What follows belongs to an exercise in optimizing a design on an open flow for small area and a short achievable clock period; a production flow would make more cautious choices.
The clock input has no modelled driver; a real chip could not lean on it and would need a root buffer or a full tree.
Power is estimated from default activity; no workload was simulated.

## job 104
==> flow/design.v <==
`timescale 1ns / 1ps
module FIFO_Project(clk, resetn, soft_reset, read_enb, write_enb, data_in,
                    data_out, valid, full);
input clk, resetn, soft_reset, read_enb, write_enb;
input [7:0] data_in;
output reg [7:0] data_out;
output reg valid;    
output reg full;
reg [7:0] fifo [0:15];
reg [3:0] last;      
wire clr = !resetn || soft_reset;
wire wr  = write_enb && !full;
wire rd  = read_enb && valid;
integer k;
always @(posedge clk)
    if (wr) begin
        fifo[0] <= data_in;
        for (k = 1; k < 16; k = k + 1)
            fifo[k] <= fifo[k - 1];
    end
wire [7:0] rdata;
FIFO_Read_Mux read_mux(.d({fifo[15], fifo[14], fifo[13], fifo[12], fifo[11], fifo[10], fifo[9], fifo[8],
                          fifo[7], fifo[6], fifo[5], fifo[4], fifo[3], fifo[2], fifo[1], fifo[0]}),
                       .sel(last), .q(rdata));
always @(posedge clk)
    if (clr)
        data_out <= 8'd0;
    else if (rd)
        data_out <= rdata;
wire [3:0] last_rd   = wr ? last : (last == 4'd0 ? 4'd0 : last - 4'd1);
wire [3:0] last_nord = (wr && valid) ? last + 4'd1 : last;
wire [3:0] last_next;
FIFO_Pick4 pick_last(.clr(clr), .sel(read_enb && valid), .a(last_rd), .b(last_nord), .q(last_next));
always @(posedge clk)
    last <= last_next;
always @(posedge clk) begin
    valid <= !clr && (wr || (valid && !(read_enb && last == 4'd0)));
    full  <= !clr && !(read_enb && valid) && (wr ? (valid && last == 4'd14) : full);
end
endmodule
module FIFO_Read_Mux(input [127:0] d, input [3:0] sel, output [7:0] q);
assign q = d[8*sel +: 8];
endmodule
module FIFO_Pick4(input clr, input sel, input [3:0] a, input [3:0] b, output [3:0] q);
assign q = clr ? 4'd0 : sel ? a : b;
endmodule
`timescale 1ns / 1ps
module Synchronizer_Project(clk, resetn, valid, read_enb, soft_reset);
input clk, resetn, valid, read_enb;
output reg soft_reset;
reg [4:0] cnt;
always @(posedge clk)
    if (!resetn || !valid || read_enb) begin
        cnt <= 5'd0;
        soft_reset <= 1'b0;
    end else if (cnt == 5'b11000) begin
        cnt <= 5'd0;
        soft_reset <= 1'b1;
    end else begin
        cnt <= {cnt[3:0], ~(cnt[4] ^ cnt[2])};
        soft_reset <= 1'b0;
    end
endmodule
`timescale 1ns / 1ps
module FSM_Project(clk, resetn, soft_reset, pkt_valid, addr_in, empty_in,
                   fifo_full, parity_done, low_pkt_valid, addr,
                   detect_add, lfd_state, ld_state, lp_state, cpe_state,
                   full_state, laf_state, busy, write_enb);
input clk, resetn, soft_reset, pkt_valid;
input [1:0] addr_in;
input [2:0] empty_in;
input fifo_full, parity_done, low_pkt_valid;
output reg [1:0] addr;
output detect_add, lfd_state, ld_state, lp_state, cpe_state, full_state, laf_state;
output reg busy;
output reg [2:0] write_enb;    
reg s_da, s_lfd, s_ld, s_lp, s_cpe, s_ffs, s_laf, s_wte;
wire [3:0] empty4 = {1'b0, empty_in};
wire hdr_ok     = pkt_valid && (addr_in != 2'd3);
wire hdr_empty  = empty4[addr_in];
wire addr_empty = empty4[addr];
wire clr = !resetn || soft_reset;
wire n_da  = clr || (s_da && !hdr_ok) || (s_cpe && !fifo_full) || (s_laf && parity_done);
wire n_lfd = !clr && ((s_da && hdr_ok && hdr_empty) || (s_wte && addr_empty));
wire n_wte = !clr && ((s_da && hdr_ok && !hdr_empty) || (s_wte && !addr_empty));
wire n_ld  = !clr && (s_lfd || (s_ld && !fifo_full && pkt_valid) ||
                      (s_laf && !parity_done && !low_pkt_valid));
wire n_lp  = !clr && ((s_ld && !fifo_full && !pkt_valid) ||
                      (s_laf && !parity_done && low_pkt_valid));
wire n_cpe = !clr && s_lp;
wire n_ffs = !clr && ((s_ld || s_cpe || s_ffs) && fifo_full);
wire n_laf = !clr && s_ffs && !fifo_full;
wire n_busy = !clr && ((s_da && hdr_ok) || (s_ld && (fifo_full || !pkt_valid)) ||
                       s_lp || s_ffs || s_wte || (s_cpe && fifo_full) ||
                       (s_laf && !parity_done && low_pkt_valid));
wire [1:0] n_addr = s_da ? addr_in : addr;
wire n_we = n_ld || n_lp || n_laf;
always @(posedge clk) begin
    s_da  <= n_da;
    s_lfd <= n_lfd;
    s_wte <= n_wte;
    s_ld  <= n_ld;
    s_lp  <= n_lp;
    s_cpe <= n_cpe;
    s_ffs <= n_ffs;
    s_laf <= n_laf;
    busy  <= n_busy;
    write_enb <= {3{n_we}} & {addr == 2'd2, addr == 2'd1, addr == 2'd0};
end
always @(posedge clk)
    addr <= n_addr;
assign detect_add = s_da;
assign lfd_state  = s_lfd;
assign ld_state   = s_ld;
assign lp_state   = s_lp;
assign cpe_state  = s_cpe;
assign full_state = s_ffs;
assign laf_state  = s_laf;
endmodule
`timescale 1ns / 1ps
module Register_Project(input clk, resetn, pkt_valid,
                        input [7:0] data_in,
                        input fifo_full, detect_add, ld_state, laf_state, lfd_state, cpe_state,
                        output reg err, parity_done, low_pkt_valid,
                        output reg [7:0] data_out);
reg [7:0] fifo_full_state_byte, internal_parity, packet_parity_byte;
always @(posedge clk)
    if (!resetn)
        parity_done <= 1'b0;
    else if (ld_state && !fifo_full && !pkt_valid)
        parity_done <= 1'b1;
    else if (laf_state && low_pkt_valid && !parity_done)
        parity_done <= 1'b1;
    else if (detect_add)
        parity_done <= 1'b0;
always @(posedge clk)
    if (!resetn)
        low_pkt_valid <= 1'b0;
    else if (ld_state && !pkt_valid)
        low_pkt_valid <= 1'b1;
    else if (cpe_state)
        low_pkt_valid <= 1'b0;
always @(posedge clk)
    if (ld_state && fifo_full)
        fifo_full_state_byte <= data_in;
always @(posedge clk)
    if (detect_add || (ld_state && !fifo_full))
        data_out <= data_in;
    else if (laf_state)
        data_out <= fifo_full_state_byte;
always @(posedge clk)
    if (lfd_state)
        internal_parity <= data_out;
    else if (ld_state && pkt_valid)
        internal_parity <= internal_parity ^ data_in;
    else if (detect_add)
        internal_parity <= 8'd0;
always @(posedge clk)
    if (ld_state && !pkt_valid)
        packet_parity_byte <= data_in;
always @(posedge clk)
    if (!resetn)
        err <= 1'b0;
    else if (parity_done)
        err <= internal_parity != packet_parity_byte;
endmodule
`timescale 1ns / 1ps
module Router_Top_Level_1x3(clock,resetn,read_enb_0,read_enb_1,read_enb_2,data_in,pkt_valid,data_out_0,data_out_1,data_out_2,valid_out_0,valid_out_1,valid_out_2,error,busy);
input clock,resetn,read_enb_0,read_enb_1,read_enb_2,pkt_valid;
input [7:0] data_in;
output valid_out_0,valid_out_1,valid_out_2,error,busy;
output [7:0] data_out_0,data_out_1,data_out_2;
wire [2:0] soft_reset, valid, full, read_enb;
wire [7:0] reg_out;
wire [1:0] addr;
wire detect_add, lfd_state, ld_state, lp_state, cpe_state, full_state, laf_state;
wire parity_done, low_pkt_valid;
assign read_enb = {read_enb_2, read_enb_1, read_enb_0};
assign valid_out_0 = valid[0];
assign valid_out_1 = valid[1];
assign valid_out_2 = valid[2];
wire [3:0] full4 = {1'b0, full};
wire fifo_full = full4[addr];
wire [2:0] write_enb;
FIFO_Project fifo_0(.clk(clock), .resetn(resetn), .soft_reset(soft_reset[0]),
                    .read_enb(read_enb_0), .write_enb(write_enb[0]), .data_in(reg_out),
                    .data_out(data_out_0), .valid(valid[0]), .full(full[0]));
FIFO_Project fifo_1(.clk(clock), .resetn(resetn), .soft_reset(soft_reset[1]),
                    .read_enb(read_enb_1), .write_enb(write_enb[1]), .data_in(reg_out),
                    .data_out(data_out_1), .valid(valid[1]), .full(full[1]));
FIFO_Project fifo_2(.clk(clock), .resetn(resetn), .soft_reset(soft_reset[2]),
                    .read_enb(read_enb_2), .write_enb(write_enb[2]), .data_in(reg_out),
                    .data_out(data_out_2), .valid(valid[2]), .full(full[2]));
Synchronizer_Project sync_0(.clk(clock), .resetn(resetn), .valid(valid[0]),
                            .read_enb(read_enb_0), .soft_reset(soft_reset[0]));
Synchronizer_Project sync_1(.clk(clock), .resetn(resetn), .valid(valid[1]),
                            .read_enb(read_enb_1), .soft_reset(soft_reset[1]));
Synchronizer_Project sync_2(.clk(clock), .resetn(resetn), .valid(valid[2]),
                            .read_enb(read_enb_2), .soft_reset(soft_reset[2]));
FSM_Project fsm0(.clk(clock), .resetn(resetn), .soft_reset(|soft_reset),
                 .pkt_valid(pkt_valid), .addr_in(data_in[1:0]), .empty_in(~valid),
                 .fifo_full(fifo_full), .parity_done(parity_done), .low_pkt_valid(low_pkt_valid),
                 .addr(addr), .detect_add(detect_add), .lfd_state(lfd_state), .ld_state(ld_state),
                 .lp_state(lp_state), .cpe_state(cpe_state), .full_state(full_state),
                 .laf_state(laf_state), .busy(busy), .write_enb(write_enb));
Register_Project register(.clk(clock), .resetn(resetn), .pkt_valid(pkt_valid), .data_in(data_in),
                          .fifo_full(fifo_full), .detect_add(detect_add), .ld_state(ld_state),
                          .laf_state(laf_state), .lfd_state(lfd_state), .cpe_state(cpe_state),
                          .err(error), .parity_done(parity_done), .low_pkt_valid(low_pkt_valid),
                          .data_out(reg_out));
endmodule
==> flow/config.mk <==
export PLATFORM = sky130hd
export DESIGN_NAME = Router_Top_Level_1x3
export DESIGN_NICKNAME = Router_Top_Level_1x3
export VERILOG_FILES = /design/flow/design.v
export SDC_FILE = /design/flow/constraint.sdc
export NUM_CORES = 4
export LEC_CHECK = 0
export CAP_MARGIN = 20
export CORE_MARGIN = 2
export CORE_UTILIZATION = 55
export PLACE_DENSITY = 0.65
export SETUP_SLACK_MARGIN = 3.1
export SLEW_MARGIN = 20
export SYNTH_HIERARCHICAL = 1
export SYNTH_MINIMUM_KEEP_SIZE = 0
==> flow/constraint.sdc <==
create_clock -name core_clock -period 5.0 [get_ports {clock}]
set_input_delay 1.0000 -clock core_clock [delete_from_list [all_inputs] [get_ports {clock}]]
set_output_delay 1.0000 -clock core_clock [all_outputs]
set_load 0.01 [all_outputs]
standard.sh (not shown) runs the stock make flow with config.mk's settings and CLKGATE_MAP_FILE= SYNTH_SCRIPT=/design/flow/synth_recipe.tcl, a recipe that flattens the netlist after the stock synthesis.
==> flow/flow/run.sh <==
#!/bin/bash
# Standard ORFS layout, except that the clock tree is a hand-built two-level
# inverter tree (flow/cts_hook.tcl) instead of TritonCTS's buffer H-tree.
set -euo pipefail
work=$(pwd)
bash standard.sh PRE_CTS_TCL="$work/flow/cts_hook.tcl" finish > "$work/standard.log" 2>&1
Other scripts of this flow, unchanged in this note and not shown: flow/flow/cts_hook.tcl
Job 104 has completed all stages; timing, DRC and antenna checks passed.
> inputs changed (job 104 -> job 105)
- SETUP_SLACK_MARGIN changed from 3.1 to 3.2
Results
NOTE: switching power in job 105 exceeds that of job 104. Delta (job 105 minus job 104): total chip power shows no meaningful change, global-route wire length before repair shows an increase of about 3%. Summary — met2 demand-to-capacity share in global routing, job 105 relative to job 104: higher, by 2.0 points. The worst setup slack after placement on job 105 is in line with that on job 104. Compared to job 104, job 105 has delay contributed by the slowest stage of the critical path 0.04 ns higher. Between job 105 and job 104, the multi-input gate share of the layout cell area does not differ in any meaningful way. As far as total area of sequential cells is concerned, job 104 and job 105 perform about the same.
No functional check of the RTL was part of any run of this note. In every run of this note, the design's own scripts or RTL, not TritonCTS, make the clock network.

[afterwards: timing with drivers on the ports]
In the flow no input, the clock included, has a driving cell. The finished layouts below were timed again as built, in two steps.
Step 1 sets driving cells, clkbuf_16 on the clock port and buf_2 on the other inputs (assumed; they add their load-dependent delay and slew).
Step 2, shift: input delay + t, output delay - t, t = (earliest + latest rising clock arrival at the registers) / 2. This alone moves slack from input paths to output paths.
Slacks: ideal ports / drivers / drivers and shift; pairs: ideal ports / drivers.
| run | t (ns) | setup slack, ns | worst setup path after step 2 |
|---|---|---|---|
| job 104 | 0.436 | 3.128 / 2.890 / 2.942 | input to register |
| job 105 | 0.437 | 3.194 / 2.983 / 3.051 | input to register |
After both steps setup and hold are still met in every run listed. The setup slack of job 104, which loses most, moves by -0.238 ns with the drivers and by -0.186 ns with both steps.
